Background: an optimization exercise with open tools, aiming at small area, a short achievable clock period and few clock cycles per item. Do not read the settings as production practice.
RTL that was checked went through simulation tests only; none was proved equivalent to the original.
Power and IR drop assume default switching activity.

## P
==> flow/design.v (excerpt) <==
module multiplier(
	input logic clk,
	input logic rst,
	input logic start_flag,
	input logic[15:0] a,
	input logic[15:0] b,
	output logic[31:0] result,
	output logic status
	);
	logic one1;
	logic two2;
	logic cb3;
	logic y7;
	logic y9;
	logic y11;
	logic y13;
	logic y15;
	logic y17;
	logic y19;
	logic y21;
	logic y23;
	logic y25;
	logic y27;
	logic y29;
	logic y31;
	logic y33;
	logic y35;
	logic y37;
	logic pp39;
	logic pp41;
	logic pp43;
	logic pp45;
	logic pp47;
	logic pp49;
	logic pp51;
	logic pp53;
	logic pp55;
	logic pp57;
	logic pp59;
	logic pp61;
	logic pp63;
	logic pp65;
	logic pp67;
	logic pp69;
	logic pp71;
	logic one73;
	logic two74;
	logic cb75;
	logic y79;
	logic y81;
	logic y83;
	logic y85;
	logic y87;
	logic y89;
	logic y91;
	logic y93;
	logic y95;
	logic y97;
	logic y99;
	logic y101;
	logic y103;
	logic y105;
	logic y107;
	logic y109;
	logic pp111;
	logic pp113;
	logic pp115;
	logic pp117;
	logic pp119;
	logic pp121;
	logic pp123;
	logic pp125;
	logic pp127;
	logic pp129;
	logic pp131;
	logic pp133;
	logic pp135;
	logic pp137;
	logic pp139;
	logic pp141;
	logic pp143;
	logic one145;
	logic two146;
	logic cb147;
	logic y151;
	logic y153;
	logic y155;
	logic y157;
	logic y159;
	logic y161;
	logic y163;
	logic y165;
	logic y167;
	logic y169;
	logic y171;
	logic y173;
	logic y175;
	logic y177;
	logic y179;
	logic y181;
	logic pp183;
	logic pp185;
	logic pp187;
	logic pp189;
	logic pp191;
  ...
Size in the first run: about 650 cells after synthesis, roughly 62 flip-flops, ~7300 µm² of cells after synthesis.
==> flow/config.mk <==
export PLATFORM = sky130hd
export DESIGN_NAME = multiplier
export DESIGN_NICKNAME = multiplier
export VERILOG_FILES = /design/flow/design.v
export SDC_FILE = /design/flow/constraint.sdc
export NUM_CORES = 4
export LEC_CHECK = 0
export CAP_MARGIN = 20
export CORE_MARGIN = 2
export CORE_UTILIZATION = 40
export GPL_TIMING_DRIVEN = 0
export SETUP_SLACK_MARGIN = 0.6
export SLEW_MARGIN = 20
export SYNTH_HIERARCHICAL = 1
==> flow/constraint.sdc <==
create_clock -name core_clock -period 4.0 [get_ports {clk}]
set_input_delay 0.8000 -clock core_clock [delete_from_list [all_inputs] [get_ports {clk}]]
set_output_delay 0.8000 -clock core_clock [all_outputs]
set_load 0.01 [all_outputs]
standard.sh (not shown) runs the stock make flow with config.mk's settings and CLKGATE_MAP_FILE= SYNTH_SCRIPT=/design/flow/synth_recipe.tcl, a recipe that flattens the netlist after the stock synthesis.
==> flow/flow/run.sh <==
#!/bin/bash
set -euo pipefail
cd "$(dirname "$0")/.."
export BUFFER_PORTS_ARGS="-buffer_cell sky130_fd_sc_hd__buf_2"
bash standard.sh > make.log 2>&1
Having completed the whole flow, P delivered a layout that passed the timing, design-rule and antenna checks.
Testbench counts of P, summed over its fixed seeds: cycles 1,608, items 1,600.
The inputs of Q differ from those of P as listed below.
--- a/flow/config.mk
+++ b/flow/config.mk
@@ -9,5 +9,4 @@
 export CORE_MARGIN = 2
-export CORE_UTILIZATION = 40
+export CORE_UTILIZATION = 70
 export GPL_TIMING_DRIVEN = 0
-export SETUP_SLACK_MARGIN = 0.6
 export SLEW_MARGIN = 20
--- outcome ---
Compared Q vs P, and worst path setup slack after routing is down in Q. The die used by Q is smaller than the one used by P. Of Q and P, it is Q that has the lower final instance area. On routed wire length, the lower figure sits with Q, not P. Combined global-route utilization of all metal layers: Q vs P up 11 points. Q vs. P: total buffers and inverters traversed by the critical path has decreased; fraction of registers with async set/reset did not really move; area overhead of the layout relative to synthesis now sits lower.
### Q -> R
--- a/flow/config.mk
+++ b/flow/config.mk
@@ -11,2 +11,3 @@
 export GPL_TIMING_DRIVEN = 0
+export SETUP_SLACK_MARGIN = 0.3
 export SLEW_MARGIN = 20
[summary]
R gives less arrival time at the worst endpoint than Q did.
Compared with Q, R shows areal power density over the cells that has gone down slightly.
Compared R vs Q, and final-layout worst hold slack is down in R.
STATUS internal power component: R loses against Q
When the final numbers for Q and R were put side by side, the part of the power in the clock network turned out to be smaller in R.
Non-clock buffer count grows by more than a quarter when moving from Q to R.
Q -> R: sequential cell count delta 0, exact match
dfxtp_1 as the cell at the slowest stage of the critical path was reported by R, and ha_1 by Q.
R vs Q — global-route usage rose 0.83 points.
Summary of R over Q: final standard cell utilization of the core climbed 3.8 points; worst supply voltage drop on vdd dropped about 12%.
Post-route cell area: R > Q
#### Input delta (S over R)
--- a/flow/config.mk
+++ b/flow/config.mk
@@ -9,5 +9,4 @@
 export CORE_MARGIN = 2
-export CORE_UTILIZATION = 70
+export CORE_UTILIZATION = 40
 export GPL_TIMING_DRIVEN = 0
-export SETUP_SLACK_MARGIN = 0.3
 export SLEW_MARGIN = 20
### Flow results
In summary, S completed successfully, with a layout that passed the timing, design-rule and antenna checks.
Cmp S and R / areal power density over the cells / higher: S
Clock buffer count, S and R: lower on R
From R to S the numbers moved as follows: combinational cell fraction of total power saw a decrease; combinational power went down; final net count has decreased.
Diff R -> S | overall power of the completed layout | decrease of about 0.5%

---

run A:
Another version of the RTL of multiplier (not shown whole).
Size: ~770 cells after synthesis, roughly 62 flip-flops, roughly 68 I/O pins, roughly 8200 um^2 of cells after synthesis.
export LEC_CHECK = 0
export CAP_MARGIN = 20
export CORE_MARGIN = 2
export CORE_UTILIZATION = 40
export GPL_TIMING_DRIVEN = 0
export SLEW_MARGIN = 20
export SYNTH_HIERARCHICAL = 1
create_clock -name core_clock -period 4.0 [get_ports {clk}]
Scripts as last shown in full above: flow/flow/run.sh
Edits applied to the flow inputs when going from run A to run B:
Settings: GPL_TIMING_DRIVEN: 0 -> unset.
==> flow/run.sh (new file) <==
#!/bin/bash
# synth_recipe.tcl (not shown) runs the flow's synth.tcl, then flattens the netlist and writes it again
# the make line also repeats each setting of config.mk as NAME=value (left out here)
make -C /OpenROAD-flow-scripts/flow DESIGN_CONFIG=/design/flow/config.mk WORK_HOME=/design/flow/orfs CLKGATE_MAP_FILE= SYNTH_SCRIPT=/design/flow/synth_recipe.tcl finish
removed: flow/flow/run.sh
removed: flow/standard.sh
--- outcome ---
[compare] base=run A new=run B: met3 usage now sits at about the same level, total of clock buffers placed in the layout now sits lower, worst path arrival time now sits lower, final core area utilization now sits higher. Maximum frequency went up slightly going from run A to run B. Taking run A as the reference, in run B routed via count divided by cell count went down by about 2.3%, post-detailed-routing wire length climbed 1600 um, number of buffers created by CTS was more or less identical, power density normalized to cell area saw a decrease. Run B vs run A: shortest period the worst path allows down.
Function was not checked in any run of this note: the RTL went through the layout flow alone.

---

== job 8463 ==
multiplier, a different RTL version from the one above (not shown whole).
Size: about 630 cells after synthesis, about 58 flip-flops, roughly 68 I/O pins.
==> flow/config.mk <==
export PLATFORM = sky130hd
export DESIGN_NAME = multiplier
export DESIGN_NICKNAME = multiplier
export VERILOG_FILES = /design/flow/design.v
export SDC_FILE = /design/flow/constraint.sdc
export NUM_CORES = 4
export LEC_CHECK = 0
export CAP_MARGIN = 20
export CORE_MARGIN = 2
export CORE_UTILIZATION = 70
export GPL_TIMING_DRIVEN = 1
export PLACE_DENSITY = 0.8
export SETUP_SLACK_MARGIN = 0.4
export SLEW_MARGIN = 20
export SYNTH_HIERARCHICAL = 1
==> flow/constraint.sdc <==
create_clock -name core_clock -period 4.0 [get_ports {clk}]
set_input_delay 0.8000 -clock core_clock [delete_from_list [all_inputs] [get_ports {clk}]]
set_output_delay 0.8000 -clock core_clock [all_outputs]
set_load 0.01 [all_outputs]
==> flow/flow/run.sh <==
#!/bin/bash
set -euo pipefail
cd "$(dirname "$0")/.."
export BUFFER_PORTS_ARGS="-buffer_cell sky130_fd_sc_hd__buf_2"
bash standard.sh > make.log 2>&1
Testbench counts of job 8463, summed over its fixed seeds: cycles 1,608, items 1,600.
> inputs changed (job 8463 -> job 5698)
# job 8463
export LEC_CHECK = 0
export CAP_MARGIN = 20
export CORE_MARGIN = 2
export CORE_UTILIZATION = 70
export GPL_TIMING_DRIVEN = 1
export PLACE_DENSITY = 0.8
export SETUP_SLACK_MARGIN = 0.4
export SLEW_MARGIN = 20
export SYNTH_HIERARCHICAL = 1
create_clock -name core_clock -period 4.0 [get_ports {clk}]
# job 5698
export LEC_CHECK = 0
export CAP_MARGIN = 20
export CORE_MARGIN = 2
export CORE_UTILIZATION = 70
export GPL_TIMING_DRIVEN = 1
export SETUP_SLACK_MARGIN = 0.4
export SLEW_MARGIN = 20
export SYNTH_HIERARCHICAL = 1
create_clock -name core_clock -period 4.0 [get_ports {clk}]
Notes after the runs:
Delta (job 5698 minus job 8463): filler cell count in the final layout about even; share of the core filled with cells about even; first-pass iteration count of the detailed router about even; final critical-path share of the clock period about even.
Reported for job 5698 and job 8463, number of non-clock buffers in the layout turned out identical to the last digit.
Status: relative contribution of combinational cells to total power parity (job 8463, job 5698)
What job 8570 does differently from job 5698 at the input level:
# job 5698
export LEC_CHECK = 0
export CAP_MARGIN = 20
export CORE_MARGIN = 2
export CORE_UTILIZATION = 70
export GPL_TIMING_DRIVEN = 1
export SETUP_SLACK_MARGIN = 0.4
export SLEW_MARGIN = 20
export SYNTH_HIERARCHICAL = 1
create_clock -name core_clock -period 4.0 [get_ports {clk}]
# job 8570
export LEC_CHECK = 0
export CAP_MARGIN = 20
export CORE_MARGIN = 2
export CORE_UTILIZATION = 70
export GPL_TIMING_DRIVEN = 1
export SETUP_SLACK_MARGIN = 0.3
export SLEW_MARGIN = 20
export SYNTH_HIERARCHICAL = 1
create_clock -name core_clock -period 4.0 [get_ports {clk}]
Notes after the runs:
Sort job 8570 and job 5698 by count of filler cells inserted in the layout, descending, and job 5698 comes first. Job 8570 ended with less final design instance area without fill than job 5698. Relative to job 5698, the area overhead of the layout relative to synthesis of job 8570 is lower by 0.62 points. For the count of clock-buffer cells in the layout, job 8570 came in 4 higher than job 5698 did. Going from job 5698 to job 8570, post-route fraction of the period consumed by the critical path shows an increase of 1.6 points; routed wire length shows an increase of about 1.7%; final net count shows a reduction of 3. Job 8570 vs job 5698: worst setup slack down in job 8570.
Changes in job 432 relative to job 8570:
--- a/flow/flow/run.sh
+++ b/flow/flow/run.sh
@@ -4 +4 @@
-export BUFFER_PORTS_ARGS="-buffer_cell sky130_fd_sc_hd__buf_2"
+export BUFFER_PORTS_ARGS="-buffer_cell sky130_fd_sc_hd__buf_1"
### Flow results
The flow did not stop early for job 432: all stages ran, and the layout cleared the timing, design-rule and antenna checks.
Compare job 432 and job 8570 | setup slack after layout higher: job 8570
Compared with job 8570, job 432 shows final wirelength higher by about 1.2%.
Job 8570 has higher global routing met3 resource utilization than job 432.
Compared with job 8570, job 432 shows internal power that has gone down by a few percent.
Diff job 432..job 8570 | CTS buffer count | unchanged
In the metrics for job 432 and job 8570, the one carrying the lower count of non-CTS buffers in the layout is job 8570.
Diff job 432 and job 8570: portion of total power attributed to sequential cells higher in job 432
Job 432 reports a higher net switching fraction of the power than job 8570 does.
Total stage count of the critical path is higher on job 432
Modified inputs, job 4939 compared to job 432
# job 432
export LEC_CHECK = 0
export CAP_MARGIN = 20
export CORE_MARGIN = 2
export CORE_UTILIZATION = 70
export GPL_TIMING_DRIVEN = 1
export SETUP_SLACK_MARGIN = 0.3
export SLEW_MARGIN = 20
export SYNTH_HIERARCHICAL = 1
create_clock -name core_clock -period 4.0 [get_ports {clk}]
# job 4939
export LEC_CHECK = 0
export CAP_MARGIN = 20
export CORE_MARGIN = 2
export CORE_UTILIZATION = 70
export GPL_TIMING_DRIVEN = 1
export SETUP_SLACK_MARGIN = 0.5
export SLEW_MARGIN = 20
export SYNTH_HIERARCHICAL = 1
create_clock -name core_clock -period 4.0 [get_ports {clk}]
--- a/flow/flow/run.sh
+++ b/flow/flow/run.sh
@@ -4 +4 @@
-export BUFFER_PORTS_ARGS="-buffer_cell sky130_fd_sc_hd__buf_1"
+export BUFFER_PORTS_ARGS="-buffer_cell sky130_fd_sc_hd__buf_2"
==> run summary <==
Cmp job 4939 and job 432 / total leakage power / higher: job 4939
Compared with job 432, job 4939 degrades net switching power.
On wire length: job 4939 sits above job 432.
Number of instances resized during post-cts repair: job 4939 > job 432
In the metrics for job 4939 and job 432, the one carrying the higher final worst-path setup slack is job 4939.
Re fraction of power consumed by combinational cells: job 4939 is 1.2 points up on job 432.
Between job 432 and job 4939, proportion of total power due to net switching decreased.
#### Input delta (job 6106 over job 4939)
# job 4939
export LEC_CHECK = 0
export CAP_MARGIN = 20
export CORE_MARGIN = 2
export CORE_UTILIZATION = 70
export GPL_TIMING_DRIVEN = 1
export SETUP_SLACK_MARGIN = 0.5
export SLEW_MARGIN = 20
export SYNTH_HIERARCHICAL = 1
create_clock -name core_clock -period 4.0 [get_ports {clk}]
# job 6106
export LEC_CHECK = 0
export CAP_MARGIN = 20
export CORE_MARGIN = 2
export CORE_UTILIZATION = 80
export GPL_TIMING_DRIVEN = 1
export SETUP_SLACK_MARGIN = 0.3
export SLEW_MARGIN = 20
export SYNTH_HIERARCHICAL = 1
create_clock -name core_clock -period 4.0 [get_ports {clk}]
Findings:
- Worst slack on hold paths across job 4939 and job 6106: no real change.
- Compared job 6106 vs job 4939, and sequential share of layout area is up in job 6106.
- Measured against job 4939, the non-clock buffer count of job 6106 comes out at 0.938 times the reference value.
- Between job 4939 and job 6106, the post-route total power does not differ in any meaningful way.
- Job 4939 has a lower share of final layout cell area taken by clock buffers and inverters than job 6106.

---

Starting RTL as in the previous note.
Settings: LEC_CHECK=0, CAP_MARGIN=20, CORE_MARGIN=2, CORE_UTILIZATION=70, GPL_ROUTABILITY_DRIVEN=0, GPL_TIMING_DRIVEN=1, SETUP_SLACK_MARGIN=0.4, SLEW_MARGIN=20, SYNTH_HIERARCHICAL=1; clock period 4.0 ns.
==> flow/flow/run.sh <==
#!/bin/bash
set -euo pipefail
cd "$(dirname "$0")/.."
export BUFFER_PORTS_ARGS="-buffer_cell sky130_fd_sc_hd__buf_2"
bash standard.sh > make.log 2>&1
Testbench counts at the start, summed over its fixed seeds: cycles 1,608, items 1,600.
Rerun with:
==> flow/flow/run.sh (replaced) <==
#!/bin/bash
set -euo pipefail
cd "$(dirname "$0")/.."
export BUFFER_PORTS_ARGS="-buffer_cell sky130_fd_sc_hd__buf_1"
bash standard.sh > make.log 2>&1
--- a/flow/config.mk
+++ b/flow/config.mk
@@ -9,5 +9,4 @@
 export CORE_MARGIN = 2
 export CORE_UTILIZATION = 70
-export GPL_ROUTABILITY_DRIVEN = 0
 export GPL_TIMING_DRIVEN = 1
 export SETUP_SLACK_MARGIN = 0.4
The new run ran to the end with no violations. Wire length rises by 4.6%. Non-clock buffer count rises by 16. Sequential share of layout area falls by 0.33 points. Via count rises by about 2%. Design area rises by about 2.3%. Power falls by about 1.2%. Area after synthesis does not change. Die area does not change.
Rerun with:
==> flow/flow/run.sh (replaced) <==
#!/bin/bash
set -euo pipefail
cd "$(dirname "$0")/.."
export BUFFER_PORTS_ARGS="-buffer_cell sky130_fd_sc_hd__buf_2"
bash standard.sh > make.log 2>&1
--- a/flow/config.mk
+++ b/flow/config.mk
@@ -10,5 +10,5 @@
 export CORE_UTILIZATION = 70
 export GPL_TIMING_DRIVEN = 1
-export SETUP_SLACK_MARGIN = 0.4
+export SETUP_SLACK_MARGIN = 0.2
 export SLEW_MARGIN = 20
 export SYNTH_HIERARCHICAL = 1
What happened:
- cell count shrinks by 2.3%
- global-route usage grows by 0.17 points
- synthesized area is unchanged
- design area shrinks by 3.9%
- count of clock-buffer cells in the layout does not change
- clock power grows by about 3%
- worst hold slack is better by 0.0058 ns

---

Another version of the RTL of multiplier (not shown whole).
Size in the first run: ~1500 cells after synthesis, about 68 I/O pins, ~11000 µm² of cells after synthesis.
==> flow/design.v (excerpt) <==
module multiplier(
	input logic clk,
	input logic rst,
	input logic start_flag,
	input logic[15:0] a,
	input logic[15:0] b,
	output logic[31:0] result,
	output logic status
	);
clock: 4.0 ns
lec_check: 0
abc_clock_period_in_ps: 2500
cap_margin: 20
core_margin: 2
core_utilization: 40
slew_margin: 20
run.sh (not shown) runs the stock make flow with config.mk's settings and CLKGATE_MAP_FILE= SYNTH_SCRIPT=/design/flow/synth_recipe.tcl, a recipe that flattens the netlist after the stock synthesis.
Stock flow here: none of the scripts above is used.
Edit:
ABC_AREA = 1   (was default)
ABC_CLOCK_PERIOD_IN_PS = default   (was 2500)
- The new run finished clean
- via count fell by 31%
- worst setup slack gets worse by 0.056 ns
- non-clock buffer count fell by 85
- maximum frequency fell by 1.4%
- first-iteration DRC count fell by 55%
No run of this note included a check of the RTL's function; only the layout flow was run.

## re-timing with driven ports
Ports are ideal in the flow. The routed layouts listed here were re-timed in OpenROAD. Step 1 sets driving cells, clkbuf_16 on the clock port and buf_2 on the other inputs (assumed; they add their load-dependent delay and slew). Step 2 adds t to the input delays and takes it off the output delays; t is the mean of the earliest and latest rising clock arrival at the registers after step 1. Input paths then give back, and output paths get back, about the clock's delay inside the block. a / b / c = ideal ports / drivers / drivers and shift; a / b = the first two.
| run | t, ns | slack for setup (ns) | clock arrival spread, ns |
|---|---|---|---|
| P | 0.382 | 0.428 / 0.385 / 0.253 | 0.010 / 0.009 |
| Q | 0.386 | 0.137 / 0.100 / -0.217 | 0.008 / 0.008 |
| R | 0.392 | 0.353 / 0.315 / 0.004 | 0.013 / 0.013 |
| S | 0.381 | 0.151 / 0.107 / -0.206 | 0.008 / 0.008 |
| run A | 0.356 | 0.053 / 0.067 / -0.289 | 0.010 / 0.010 |
| run B | 0.365 | 0.085 / 0.089 / -0.269 | 0.010 / 0.010 |
| job 8463 | 0.394 | 0.513 / 0.477 / 0.137 | 0.015 / 0.016 |
| job 5698 | 0.394 | 0.513 / 0.477 / 0.137 | 0.015 / 0.016 |
| job 8570 | 0.398 | 0.451 / 0.429 / 0.067 | 0.014 / 0.013 |
| job 432 | 0.386 | 0.393 / 0.394 / 0.008 | 0.009 / 0.009 |
| job 4939 | 0.395 | 0.548 / 0.521 / 0.167 | 0.013 / 0.014 |
| job 6106 | 0.385 | 0.371 / 0.338 / 0.028 | 0.012 / 0.013 |
| the first run of note 4 | 0.381 | 0.491 / 0.456 / 0.126 | 0.014 / 0.014 |
| the second run of note 4 | 0.387 | 0.477 / 0.442 / 0.113 | 0.013 / 0.014 |
| the third run of note 4 | 0.392 | 0.253 / 0.267 / -0.125 | 0.016 / 0.016 |
| the first run of note 5 | 0.359 | 0.131 / 0.103 / -0.210 | 0.007 / 0.007 |
| the second run of note 5 | 0.357 | 0.075 / 0.091 / -0.266 | 0.012 / 0.012 |
Met with ideal ports but missed after step 2: setup timing in 7 of these runs. For job 432, which loses most, drivers alone change the setup slack by +0.001 ns; drivers and shift together by -0.385 ns.
